Context: an optimization exercise on an open-source flow, tuned for small area. The choices shown serve that exercise and are no tape-out recipe.
Where RTL was checked, it was by simulation tests only, not by an equivalence proof against the original.
No activity file was given, so power comes from the tool's default toggle rates.

== north ==
==> flow/design.v <==
`timescale 1ns / 1ps
module srl_oneshot(
		input clk250_i,
		input rst_i,
		input valid_i,
		input trig_n_i,
		output hold_n_o,
		output scal_o
    );
	reg flag;
	reg [15:0] delay_line_n;
	always @(posedge clk250_i) begin
		if (rst_i) flag <= 1'b0;
		else if (!trig_n_i) flag <= 1'b1;
		else if (!delay_line_n[15] && valid_i) flag <= 1'b0;
		delay_line_n <= {delay_line_n[14:0],trig_n_i};
	end
	assign scal_o = flag;
	assign hold_n_o = delay_line_n[1];
endmodule
`timescale 1ns / 1ps
module srl_oneshot_with_ref(
		input clk250_i,
		input rst_i,
		input valid_i,
		input pulse_i,
		input trig_n_i,
		output mon_scal_o,
		output scal_o
    );
	reg mon_x_n;
	reg mon_edge_n;
	reg mon_flag;
	reg flag;
	reg [15:0] delay_line_n;
	reg [15:0] mon_delay_line_n;
	wire x_n = !(flag & pulse_i);
	always @(posedge clk250_i) begin
		if (rst_i) begin
			mon_edge_n <= 1'b1;
			mon_flag <= 1'b0;
			flag <= 1'b0;
		end else begin
			mon_edge_n <= x_n || !mon_x_n;
			if (!mon_edge_n) mon_flag <= 1'b1;
			else if (!mon_delay_line_n[15] && valid_i) mon_flag <= 1'b0;
			if (!trig_n_i) flag <= 1'b1;
			else if (!delay_line_n[15] && valid_i) flag <= 1'b0;
		end
		mon_x_n <= x_n;
		mon_delay_line_n <= {mon_delay_line_n[14:0],mon_edge_n};
		delay_line_n <= {delay_line_n[14:0],trig_n_i};
	end
	assign scal_o = flag;
	assign mon_scal_o = mon_flag;
endmodule
`timescale 1ns / 1ps
module ANITA3_trigger_holdoff(
		input clk250_i,
		input rst_i,
		input trig_i,
		output holdoff_o
    );
	reg holdoff_div_2;
	reg [3:0] holdoff_counter;
	wire [4:0] holdoff_counter_plus_one = holdoff_counter + 1;
	reg trigger_holdoff;
	reg clear_holdoff;
	always @(posedge clk250_i) begin
		if (rst_i) begin
			trigger_holdoff <= 0;
			holdoff_div_2 <= 0;
			holdoff_counter <= {4{1'b0}};
			clear_holdoff <= 0;
		end else begin
			if (clear_holdoff) trigger_holdoff <= 0;
			else if (trig_i) trigger_holdoff <= 1;
			if (!trigger_holdoff) holdoff_div_2 <= 0;
			else holdoff_div_2 <= ~holdoff_div_2;
			if (!trigger_holdoff) holdoff_counter <= {4{1'b0}};
			else if (holdoff_div_2) holdoff_counter <= holdoff_counter_plus_one;
			clear_holdoff <= holdoff_counter_plus_one[4];
		end
	end
	assign holdoff_o = trigger_holdoff;
endmodule
`timescale 1ns / 1ps
module ANITA3_simple_trigger_map(
		input clk250_i,
		input [47:0] L1_i,
		input [31:0] mask_i,
		output [15:0] V_pol_phi_n_o,
		output [15:0] H_pol_phi_n_o
    );
	wire [15:0] V_in;
	wire [15:0] H_in;
	assign V_in[0]  = L1_i[4*2+0];  assign V_in[4]  = L1_i[4*2+1];
	assign H_in[0]  = L1_i[4*2+2];  assign H_in[4]  = L1_i[4*2+3];
	assign V_in[2]  = L1_i[4*3+0];  assign V_in[6]  = L1_i[4*3+1];
	assign H_in[2]  = L1_i[4*3+2];  assign H_in[6]  = L1_i[4*3+3];
	assign V_in[1]  = L1_i[4*4+0];  assign V_in[5]  = L1_i[4*4+1];
	assign H_in[1]  = L1_i[4*4+2];  assign H_in[5]  = L1_i[4*4+3];
	assign V_in[3]  = L1_i[4*5+0];  assign V_in[7]  = L1_i[4*5+1];
	assign H_in[3]  = L1_i[4*5+2];  assign H_in[7]  = L1_i[4*5+3];
	assign V_in[15] = L1_i[4*6+0];  assign V_in[11] = L1_i[4*6+1];
	assign H_in[15] = L1_i[4*6+2];  assign H_in[11] = L1_i[4*6+3];
	assign V_in[13] = L1_i[4*7+0];  assign V_in[9]  = L1_i[4*7+1];
	assign H_in[13] = L1_i[4*7+2];  assign H_in[9]  = L1_i[4*7+3];
	assign V_in[14] = L1_i[4*8+0];  assign V_in[10] = L1_i[4*8+1];
	assign H_in[14] = L1_i[4*8+2];  assign H_in[10] = L1_i[4*8+3];
	assign V_in[12] = L1_i[4*9+0];  assign V_in[8]  = L1_i[4*9+1];
	assign H_in[12] = L1_i[4*9+2];  assign H_in[8]  = L1_i[4*9+3];
	reg [15:0] V_pol_phi_reg;
	reg [15:0] H_pol_phi_reg;
	reg [15:0] V_pol_phi_pipe;
	reg [15:0] H_pol_phi_pipe;
	always @(posedge clk250_i) begin
		V_pol_phi_reg <= ~(V_in & ~mask_i[15:0]);
		H_pol_phi_reg <= ~(H_in & ~mask_i[31:16]);
		V_pol_phi_pipe <= V_pol_phi_reg;
		H_pol_phi_pipe <= H_pol_phi_reg;
	end
	assign V_pol_phi_n_o = V_pol_phi_pipe;
	assign H_pol_phi_n_o = H_pol_phi_pipe;
endmodule
`timescale 1ns / 1ps
module ANITA3_simple_trigger( clk250_i,
										rst_i,
										L1_i,
										trig_o,
										scal_o,
										scal_L1_o,
										disable_i,
										refpulse_i,
										mon_scal_o,
										ant_mask_i,
										phi_mask_i,
										phi_o,
										count_o
										);
	input clk250_i;
	input rst_i;
	input [47:0] L1_i;
	input [31:0] ant_mask_i;
	input [31:0] phi_mask_i;
	output trig_o;
	output [31:0] phi_o;
	output [31:0] scal_o;
	output [31:0] scal_L1_o;
	input refpulse_i;
	output [31:0] mon_scal_o;
	output [7:0] count_o;
	input disable_i;
	wire [15:0] V_pol_phi_n;
	wire [15:0] H_pol_phi_n;
	wire [15:0] V_pol_hold_n;
	wire [15:0] H_pol_hold_n;
	ANITA3_simple_trigger_map u_map(.clk250_i(clk250_i),
											  .mask_i(ant_mask_i),
											  .L1_i(L1_i),
											  .V_pol_phi_n_o(V_pol_phi_n),
											  .H_pol_phi_n_o(H_pol_phi_n));
	reg [1:0] rst_d;
	always @(posedge clk250_i) rst_d <= {rst_d[0], rst_i};
	wire rst_hold = rst_i | rst_d[0] | rst_d[1];
	reg [4:0] rst_age;
	reg valid;
	always @(posedge clk250_i) begin
		if (rst_i) begin
			rst_age <= 5'd0;
			valid <= 1'b0;
		end else begin
			if (!valid) rst_age <= rst_age + 5'd1;
			if (rst_age == 5'd17) valid <= 1'b1;
		end
	end
	reg [15:0] V_pol_trig_n;
	reg [15:0] H_pol_trig_n;
	reg [15:0] V_pol_pat;
	reg [15:0] H_pol_pat;
	reg rf_trigger;
	reg any_rf_trigger;
	reg [1:0] raw_rf_trigger;
	wire trigger_holdoff;
	reg [7:0] raw_rf_count;
	reg rf_count_flag;
	reg [7:0] rf_count;
	reg trig_disable;
	generate
		genvar i;
		for (i=0;i<16;i=i+1) begin : RF_TRIG
			srl_oneshot l1v_scaler(.clk250_i(clk250_i),.rst_i(rst_hold),.valid_i(valid),.trig_n_i(V_pol_phi_n[i]),
													.hold_n_o(V_pol_hold_n[i]),.scal_o(scal_L1_o[i]));
			srl_oneshot l1h_scaler(.clk250_i(clk250_i),.rst_i(rst_hold),.valid_i(valid),.trig_n_i(H_pol_phi_n[i]),
													.hold_n_o(H_pol_hold_n[i]),.scal_o(scal_L1_o[16+i]));
			srl_oneshot_with_ref v_scaler(.clk250_i(clk250_i),.rst_i(rst_i),.valid_i(valid),.trig_n_i(V_pol_trig_n[i]),.pulse_i(refpulse_i),
													.scal_o(scal_o[i]), .mon_scal_o(mon_scal_o[i]));
			srl_oneshot_with_ref h_scaler(.clk250_i(clk250_i),.rst_i(rst_i),.valid_i(valid),.trig_n_i(H_pol_trig_n[i]),.pulse_i(refpulse_i),
													.scal_o(scal_o[16+i]), .mon_scal_o(mon_scal_o[16+i]));
			always @(posedge clk250_i) begin
				if (rst_hold) begin
					V_pol_trig_n[i] <= 1'b1;
					H_pol_trig_n[i] <= 1'b1;
				end else begin
					V_pol_trig_n[i] <= V_pol_phi_n[i] || V_pol_phi_n[(i+1)%16] || phi_mask_i[i];
					H_pol_trig_n[i] <= H_pol_phi_n[i] || H_pol_phi_n[(i+1)%16] || phi_mask_i[16+i];
				end
			end
		end
	endgenerate
	wire latch_pat = any_rf_trigger && !trigger_holdoff;
	wire pat_load = latch_pat & ~rst_i;
	wire pat_keep = ~latch_pat & ~rst_i;
	always @(posedge clk250_i) begin
		V_pol_pat <= (~V_pol_hold_n & {16{pat_load}}) | (V_pol_pat & {16{pat_keep}});
		H_pol_pat <= (~H_pol_hold_n & {16{pat_load}}) | (H_pol_pat & {16{pat_keep}});
	end
	always @(posedge clk250_i) begin
		if (rst_i) begin
			trig_disable <= 1'b0;
			any_rf_trigger <= 1'b0;
			rf_trigger <= 1'b0;
			raw_rf_trigger <= 2'b00;
			rf_count_flag <= 1'b0;
			raw_rf_count <= 8'd0;
			rf_count <= 8'd0;
		end else begin
			trig_disable <= disable_i;
			any_rf_trigger <= !((&H_pol_trig_n) & (&V_pol_trig_n));
			rf_trigger <= latch_pat && !trig_disable;
			raw_rf_trigger <= {raw_rf_trigger[0],any_rf_trigger};
			rf_count_flag <= raw_rf_trigger[0] && !raw_rf_trigger[1];
			if (rf_count_flag) raw_rf_count <= raw_rf_count + 8'd1;
			if (rf_count_flag && trigger_holdoff) rf_count <= raw_rf_count;
		end
	end
	ANITA3_trigger_holdoff u_rf_holdoff(.clk250_i(clk250_i),
													.rst_i(rst_i),
													.trig_i(any_rf_trigger),
													.holdoff_o(trigger_holdoff));
	assign trig_o = rf_trigger;
	assign phi_o = {H_pol_pat,V_pol_pat};
	assign count_o = rf_count;
endmodule
Settings: LEC_CHECK=0, CAP_MARGIN=20, CORE_MARGIN=2, CORE_UTILIZATION=75, PLACE_DENSITY=0.85, SLEW_MARGIN=20; clock period 4.0 ns.
standard.sh (not shown) runs the stock make flow with config.mk's settings and CLKGATE_MAP_FILE= SYNTH_SCRIPT=/design/flow/synth_recipe.tcl, a recipe that flattens the netlist after the stock synthesis.
==> flow/flow/run.sh <==
#!/bin/bash
set -euo pipefail
export BUFFER_PORTS_ARGS="-buffer_cell sky130_fd_sc_hd__buf_1"
export CTS_ARGS="-sink_clustering_enable -repair_clock_nets -dont_use_dummy_load -buf_list sky130_fd_sc_hd__clkbuf_8 -sink_clustering_size 20 -sink_clustering_max_diameter 60"

bash standard.sh finish > standard_make.log 2>&1
Changes in south relative to north:
--- a/flow/design.v
+++ b/flow/design.v
@@ -25,6 +25,7 @@
 		input valid_i,
 		input pulse_i,
 		input trig_n_i,
+		output trig_d_n_o,
 		output mon_scal_o,
 		output scal_o
     );
@@ -52,6 +53,7 @@
 		delay_line_n <= {delay_line_n[14:0],trig_n_i};
 	end
 	assign scal_o = flag;
+	assign trig_d_n_o = delay_line_n[0];
 	assign mon_scal_o = mon_flag;
 endmodule
 `timescale 1ns / 1ps
@@ -176,10 +178,12 @@
 	end
 	reg [15:0] V_pol_trig_n;
 	reg [15:0] H_pol_trig_n;
+	wire [15:0] V_pol_trig_d_n;
+	wire [15:0] H_pol_trig_d_n;
 	reg [15:0] V_pol_pat;
 	reg [15:0] H_pol_pat;
 	reg rf_trigger;
-	reg any_rf_trigger;
+	wire any_rf_trigger = !rst_d[0] && !((&H_pol_trig_d_n) && (&V_pol_trig_d_n));
 	reg [1:0] raw_rf_trigger;
 	wire trigger_holdoff;
 	reg [7:0] raw_rf_count;
@@ -193,9 +197,9 @@
 													.hold_n_o(V_pol_hold_n[i]),.scal_o(scal_L1_o[i]));
 			srl_oneshot l1h_scaler(.clk250_i(clk250_i),.rst_i(rst_hold),.valid_i(valid),.trig_n_i(H_pol_phi_n[i]),
 													.hold_n_o(H_pol_hold_n[i]),.scal_o(scal_L1_o[16+i]));
-			srl_oneshot_with_ref v_scaler(.clk250_i(clk250_i),.rst_i(rst_i),.valid_i(valid),.trig_n_i(V_pol_trig_n[i]),.pulse_i(refpulse_i),
+			srl_oneshot_with_ref v_scaler(.clk250_i(clk250_i),.rst_i(rst_i),.valid_i(valid),.trig_n_i(V_pol_trig_n[i]),.pulse_i(refpulse_i),.trig_d_n_o(V_pol_trig_d_n[i]),
 													.scal_o(scal_o[i]), .mon_scal_o(mon_scal_o[i]));
-			srl_oneshot_with_ref h_scaler(.clk250_i(clk250_i),.rst_i(rst_i),.valid_i(valid),.trig_n_i(H_pol_trig_n[i]),.pulse_i(refpulse_i),
+			srl_oneshot_with_ref h_scaler(.clk250_i(clk250_i),.rst_i(rst_i),.valid_i(valid),.trig_n_i(H_pol_trig_n[i]),.pulse_i(refpulse_i),.trig_d_n_o(H_pol_trig_d_n[i]),
 													.scal_o(scal_o[16+i]), .mon_scal_o(mon_scal_o[16+i]));
 			always @(posedge clk250_i) begin
 				if (rst_hold) begin
@@ -218,7 +222,6 @@
 	always @(posedge clk250_i) begin
 		if (rst_i) begin
 			trig_disable <= 1'b0;
-			any_rf_trigger <= 1'b0;
 			rf_trigger <= 1'b0;
 			raw_rf_trigger <= 2'b00;
 			rf_count_flag <= 1'b0;
@@ -226,7 +229,6 @@
 			rf_count <= 8'd0;
 		end else begin
 			trig_disable <= disable_i;
-			any_rf_trigger <= !((&H_pol_trig_n) & (&V_pol_trig_n));
 			rf_trigger <= latch_pat && !trig_disable;
 			raw_rf_trigger <= {raw_rf_trigger[0],any_rf_trigger};
 			rf_count_flag <= raw_rf_trigger[0] && !raw_rf_trigger[1];
==> comparison <==
south vs. north: power flat; global-route usage flat; number of CTS-inserted buffers down 1.
Sequential power across north and south: no real change.
Of north and south, north shows the lower number of inserted diodes, with south above it.
[compare] base=north new=south: total power density per cell area now sits lower; number of failing setup endpoints in the final timing report comparable; layout sequential cell count neither gained nor lost much.
Result: PASS for each of north and south
The cell-internal power was comparable across north and south.
The number of filler instances in the final layout in south sits 18 below the value recorded for north.
Of south and north, it is south that has the higher peak supply drop.
Final wirelength on south is up relative to north.
For north, the worst-path cell with the longest stage delay was sky130_fd_sc_hd__clkinv_2, unlike south, where it was sky130_fd_sc_hd__or4_4.
Between south and north, it is south whose critical path depth is higher, by 1.
Share of cell area taken by multi-input logic gates, north and south, lower one = north.
Only the layout flow was run in south; the RTL was not checked for function there.

* * *

old:
ANITA3_simple_trigger, a different RTL version from the one above (not shown whole).
Size in the first run: ~1600 flip-flops, ~250 I/O pins, about 37000 um2 of cells after synthesis.
==> module ANITA3_simple_trigger, before the edit <==
module ANITA3_simple_trigger( clk250_i,
										rst_i,
										L1_i,
										trig_o,
										scal_o,
										scal_L1_o,
										disable_i,
										refpulse_i,
										mon_scal_o,
										ant_mask_i,
										phi_mask_i,
										phi_o,
										count_o
										);
	input clk250_i;
	input rst_i;
	input [47:0] L1_i;
	input [31:0] ant_mask_i;
	input [31:0] phi_mask_i;
	output trig_o;
	output [31:0] phi_o;
	output [31:0] scal_o;
	output [31:0] scal_L1_o;
	input refpulse_i;
	output [31:0] mon_scal_o;
	output [7:0] count_o;
	input disable_i;
	wire [31:0] phi_n;
	wire [31:0] hold_n;
	wire [15:0] any_trig_next;
	ANITA3_simple_trigger_map u_map(.clk250_i(clk250_i),
											  .mask_i(ant_mask_i),
											  .L1_i(L1_i),
											  .V_pol_phi_n_o(phi_n[15:0]),
											  .H_pol_phi_n_o(phi_n[31:16]));
	reg [1:0] rst_d;
	always @(posedge clk250_i) rst_d <= {rst_d[0], rst_i};
	wire rst_hold = rst_i | rst_d[0] | rst_d[1];
	reg [4:0] rst_age;
	reg valid;
	always @(posedge clk250_i) begin
		if (rst_i) begin
			rst_age <= 5'd0;
			valid <= 1'b0;
		end else begin
			if (!valid) rst_age <= rst_age + 5'd1;
			if (rst_age == 5'd17) valid <= 1'b1;
		end
	end
	reg [15:0] V_pol_pat;
	reg [15:0] H_pol_pat;
	reg rf_trigger;
	reg any_rf_trigger;
	reg any_rf_next;
	reg [1:0] raw_rf_trigger;
	wire trigger_holdoff;
	reg [7:0] raw_rf_count;
	reg rf_count_flag;
	reg [7:0] rf_count;
	reg trig_disable;
	generate
		genvar p, j;
		for (p = 0; p < 2; p = p + 1) begin : POL
			for (j = 0; j < 8; j = j + 1) begin : PAIR
				srl_oneshot u_pair(.clk250_i(clk250_i),
										 .rst_i(rst_i),
										 .rst_hold_i(rst_hold),
										 .valid_i(valid),
										 .phi_n_i(phi_n[16*p+2*j +: 2]),
										 .phi_n_next_i(phi_n[16*p+(2*j+2)%16]),
										 .pmask_i(phi_mask_i[16*p+2*j +: 2]),
										 .hold_n_o(hold_n[16*p+2*j +: 2]),
										 .any_trig_next_o(any_trig_next[8*p+j]),
										 .scal_L1_o(scal_L1_o[16*p+2*j +: 2]),
										 .scal_o(scal_o[16*p+2*j +: 2]));
			end
		end
		genvar i;
		for (i = 0; i < 32; i = i + 1) begin : MON
			srl_oneshot_with_ref u_mon(.clk250_i(clk250_i),.rst_i(rst_i),.valid_i(valid),
												.pulse_i(refpulse_i),.flag_i(scal_o[i]),
												.mon_scal_o(mon_scal_o[i]));
		end
	endgenerate
	wire latch_pat = any_rf_trigger && !trigger_holdoff;
	wire pat_load = latch_pat & ~rst_i;
	wire pat_keep = ~latch_pat & ~rst_i;
	always @(posedge clk250_i) begin
		V_pol_pat <= (~hold_n[15:0] & {16{pat_load}}) | (V_pol_pat & {16{pat_keep}});
		H_pol_pat <= (~hold_n[31:16] & {16{pat_load}}) | (H_pol_pat & {16{pat_keep}});
	end
	always @(posedge clk250_i) begin
		if (rst_i) begin
			trig_disable <= 1'b0;
			any_rf_trigger <= 1'b0;
			any_rf_next <= 1'b0;
			rf_trigger <= 1'b0;
			raw_rf_trigger <= 2'b00;
			rf_count_flag <= 1'b0;
			raw_rf_count <= 8'd0;
			rf_count <= 8'd0;
		end else begin
			trig_disable <= disable_i;
			any_rf_trigger <= any_rf_next;
			any_rf_next <= |any_trig_next;
			rf_trigger <= latch_pat && !trig_disable;
			raw_rf_trigger <= {raw_rf_trigger[0],any_rf_trigger};
			rf_count_flag <= raw_rf_trigger[0] && !raw_rf_trigger[1];
			if (rf_count_flag) raw_rf_count <= raw_rf_count + 8'd1;
			if (rf_count_flag && trigger_holdoff) rf_count <= raw_rf_count;
		end
	end
	ANITA3_trigger_holdoff u_rf_holdoff(.clk250_i(clk250_i),
													.rst_i(rst_i),
													.trig_i(any_rf_trigger),
													.holdoff_o(trigger_holdoff));
	assign trig_o = rf_trigger;
	assign phi_o = {H_pol_pat,V_pol_pat};
	assign count_o = rf_count;
endmodule
==> flow/config.mk <==
export PLATFORM = sky130hd
export DESIGN_NAME = ANITA3_simple_trigger
export DESIGN_NICKNAME = ANITA3_simple_trigger
export VERILOG_FILES = /design/flow/design.v
export SDC_FILE = /design/flow/constraint.sdc
export NUM_CORES = 4
export LEC_CHECK = 0
export CAP_MARGIN = 20
export CORE_MARGIN = 2
export CORE_UTILIZATION = 75
export PLACE_DENSITY = 0.85
export SLEW_MARGIN = 20
==> flow/constraint.sdc <==
create_clock -name core_clock -period 4.0 [get_ports {clk250_i}]
set_input_delay 0.8000 -clock core_clock [delete_from_list [all_inputs] [get_ports {clk250_i}]]
set_output_delay 0.8000 -clock core_clock [all_outputs]
set_load 0.01 [all_outputs]
==> flow/flow/run.sh <==
#!/bin/bash
set -euo pipefail
export BUFFER_PORTS_ARGS="-buffer_cell sky130_fd_sc_hd__buf_1"
export CTS_ARGS="-sink_clustering_enable -repair_clock_nets -dont_use_dummy_load -buf_list sky130_fd_sc_hd__clkbuf_8 -sink_clustering_size 18 -sink_clustering_max_diameter 60"

bash standard.sh finish > standard_make.log 2>&1
Input changes introduced in new (baseline for comparison: old):
--- a/flow/design.v
+++ b/flow/design.v
@@ -189,11 +189,9 @@
 											  .L1_i(L1_i),
 											  .V_pol_phi_n_o(phi_n[15:0]),
 											  .H_pol_phi_n_o(phi_n[31:16]));
-	reg [1:0] rst_d;
-	always @(posedge clk250_i) rst_d <= {rst_d[0], rst_i};
-	wire rst_hold = rst_i | rst_d[0] | rst_d[1];
 	reg [4:0] rst_age;
 	reg valid;
+	wire rst_hold = rst_i | (rst_age[4:1] == 4'd0);
 	always @(posedge clk250_i) begin
 		if (rst_i) begin
 			rst_age <= 5'd0;
## What came out
| number of optimization iterations in the first detailed-route pass | higher: old |
As far as overall die height is concerned, old and new perform about the same.
Looking at wire length across both flows, new is the stronger of the two, with old trailing.
Comparing new with old, the growth of design area from synthesis to finish came out essentially unchanged.
Global-route wire length before repair (higher): old
The number of fill cells reported for new is greater than that of old by about 5%.
On final instance area, new and old are neck and neck.

separate check: timing with driven ports:
In the flow no input, the clock included, has a driving cell. The finished layouts below were timed again as built, in two steps. Step 1: set_driving_cell puts a clkbuf_16 on clk250_i and a buf_2 on each other input, an assumption about the parent block. Step 2 times the ports against the registers' clock, not the clock port: input delays grow and output delays shrink by t, the midpoint of the rising clock arrivals with the driver on. Slacks: ideal ports / drivers / drivers and shift; pairs: ideal ports / drivers.
run	t (ns)	slack for setup (ns)	hold WS [ns]	worst setup path at the end	pins driven straight from the clock port
north	0.740	1.767 / 1.755 / 1.425	0.224 / 0.191 / 0.256	input to register	1
south	0.750	1.644 / 1.644 / 1.505	0.230 / 0.196 / 0.315	input to register	1
old	0.744	1.710 / 1.653 / 1.160	0.244 / 0.206 / 0.266	input to register	1
new	0.750	1.767 / 1.708 / 1.087	0.239 / 0.200 / 0.266	input to register	1
After both steps every run listed still meets setup and hold. The setup slack of new, which loses most, moves by -0.059 ns with the drivers and by -0.680 ns with both steps.
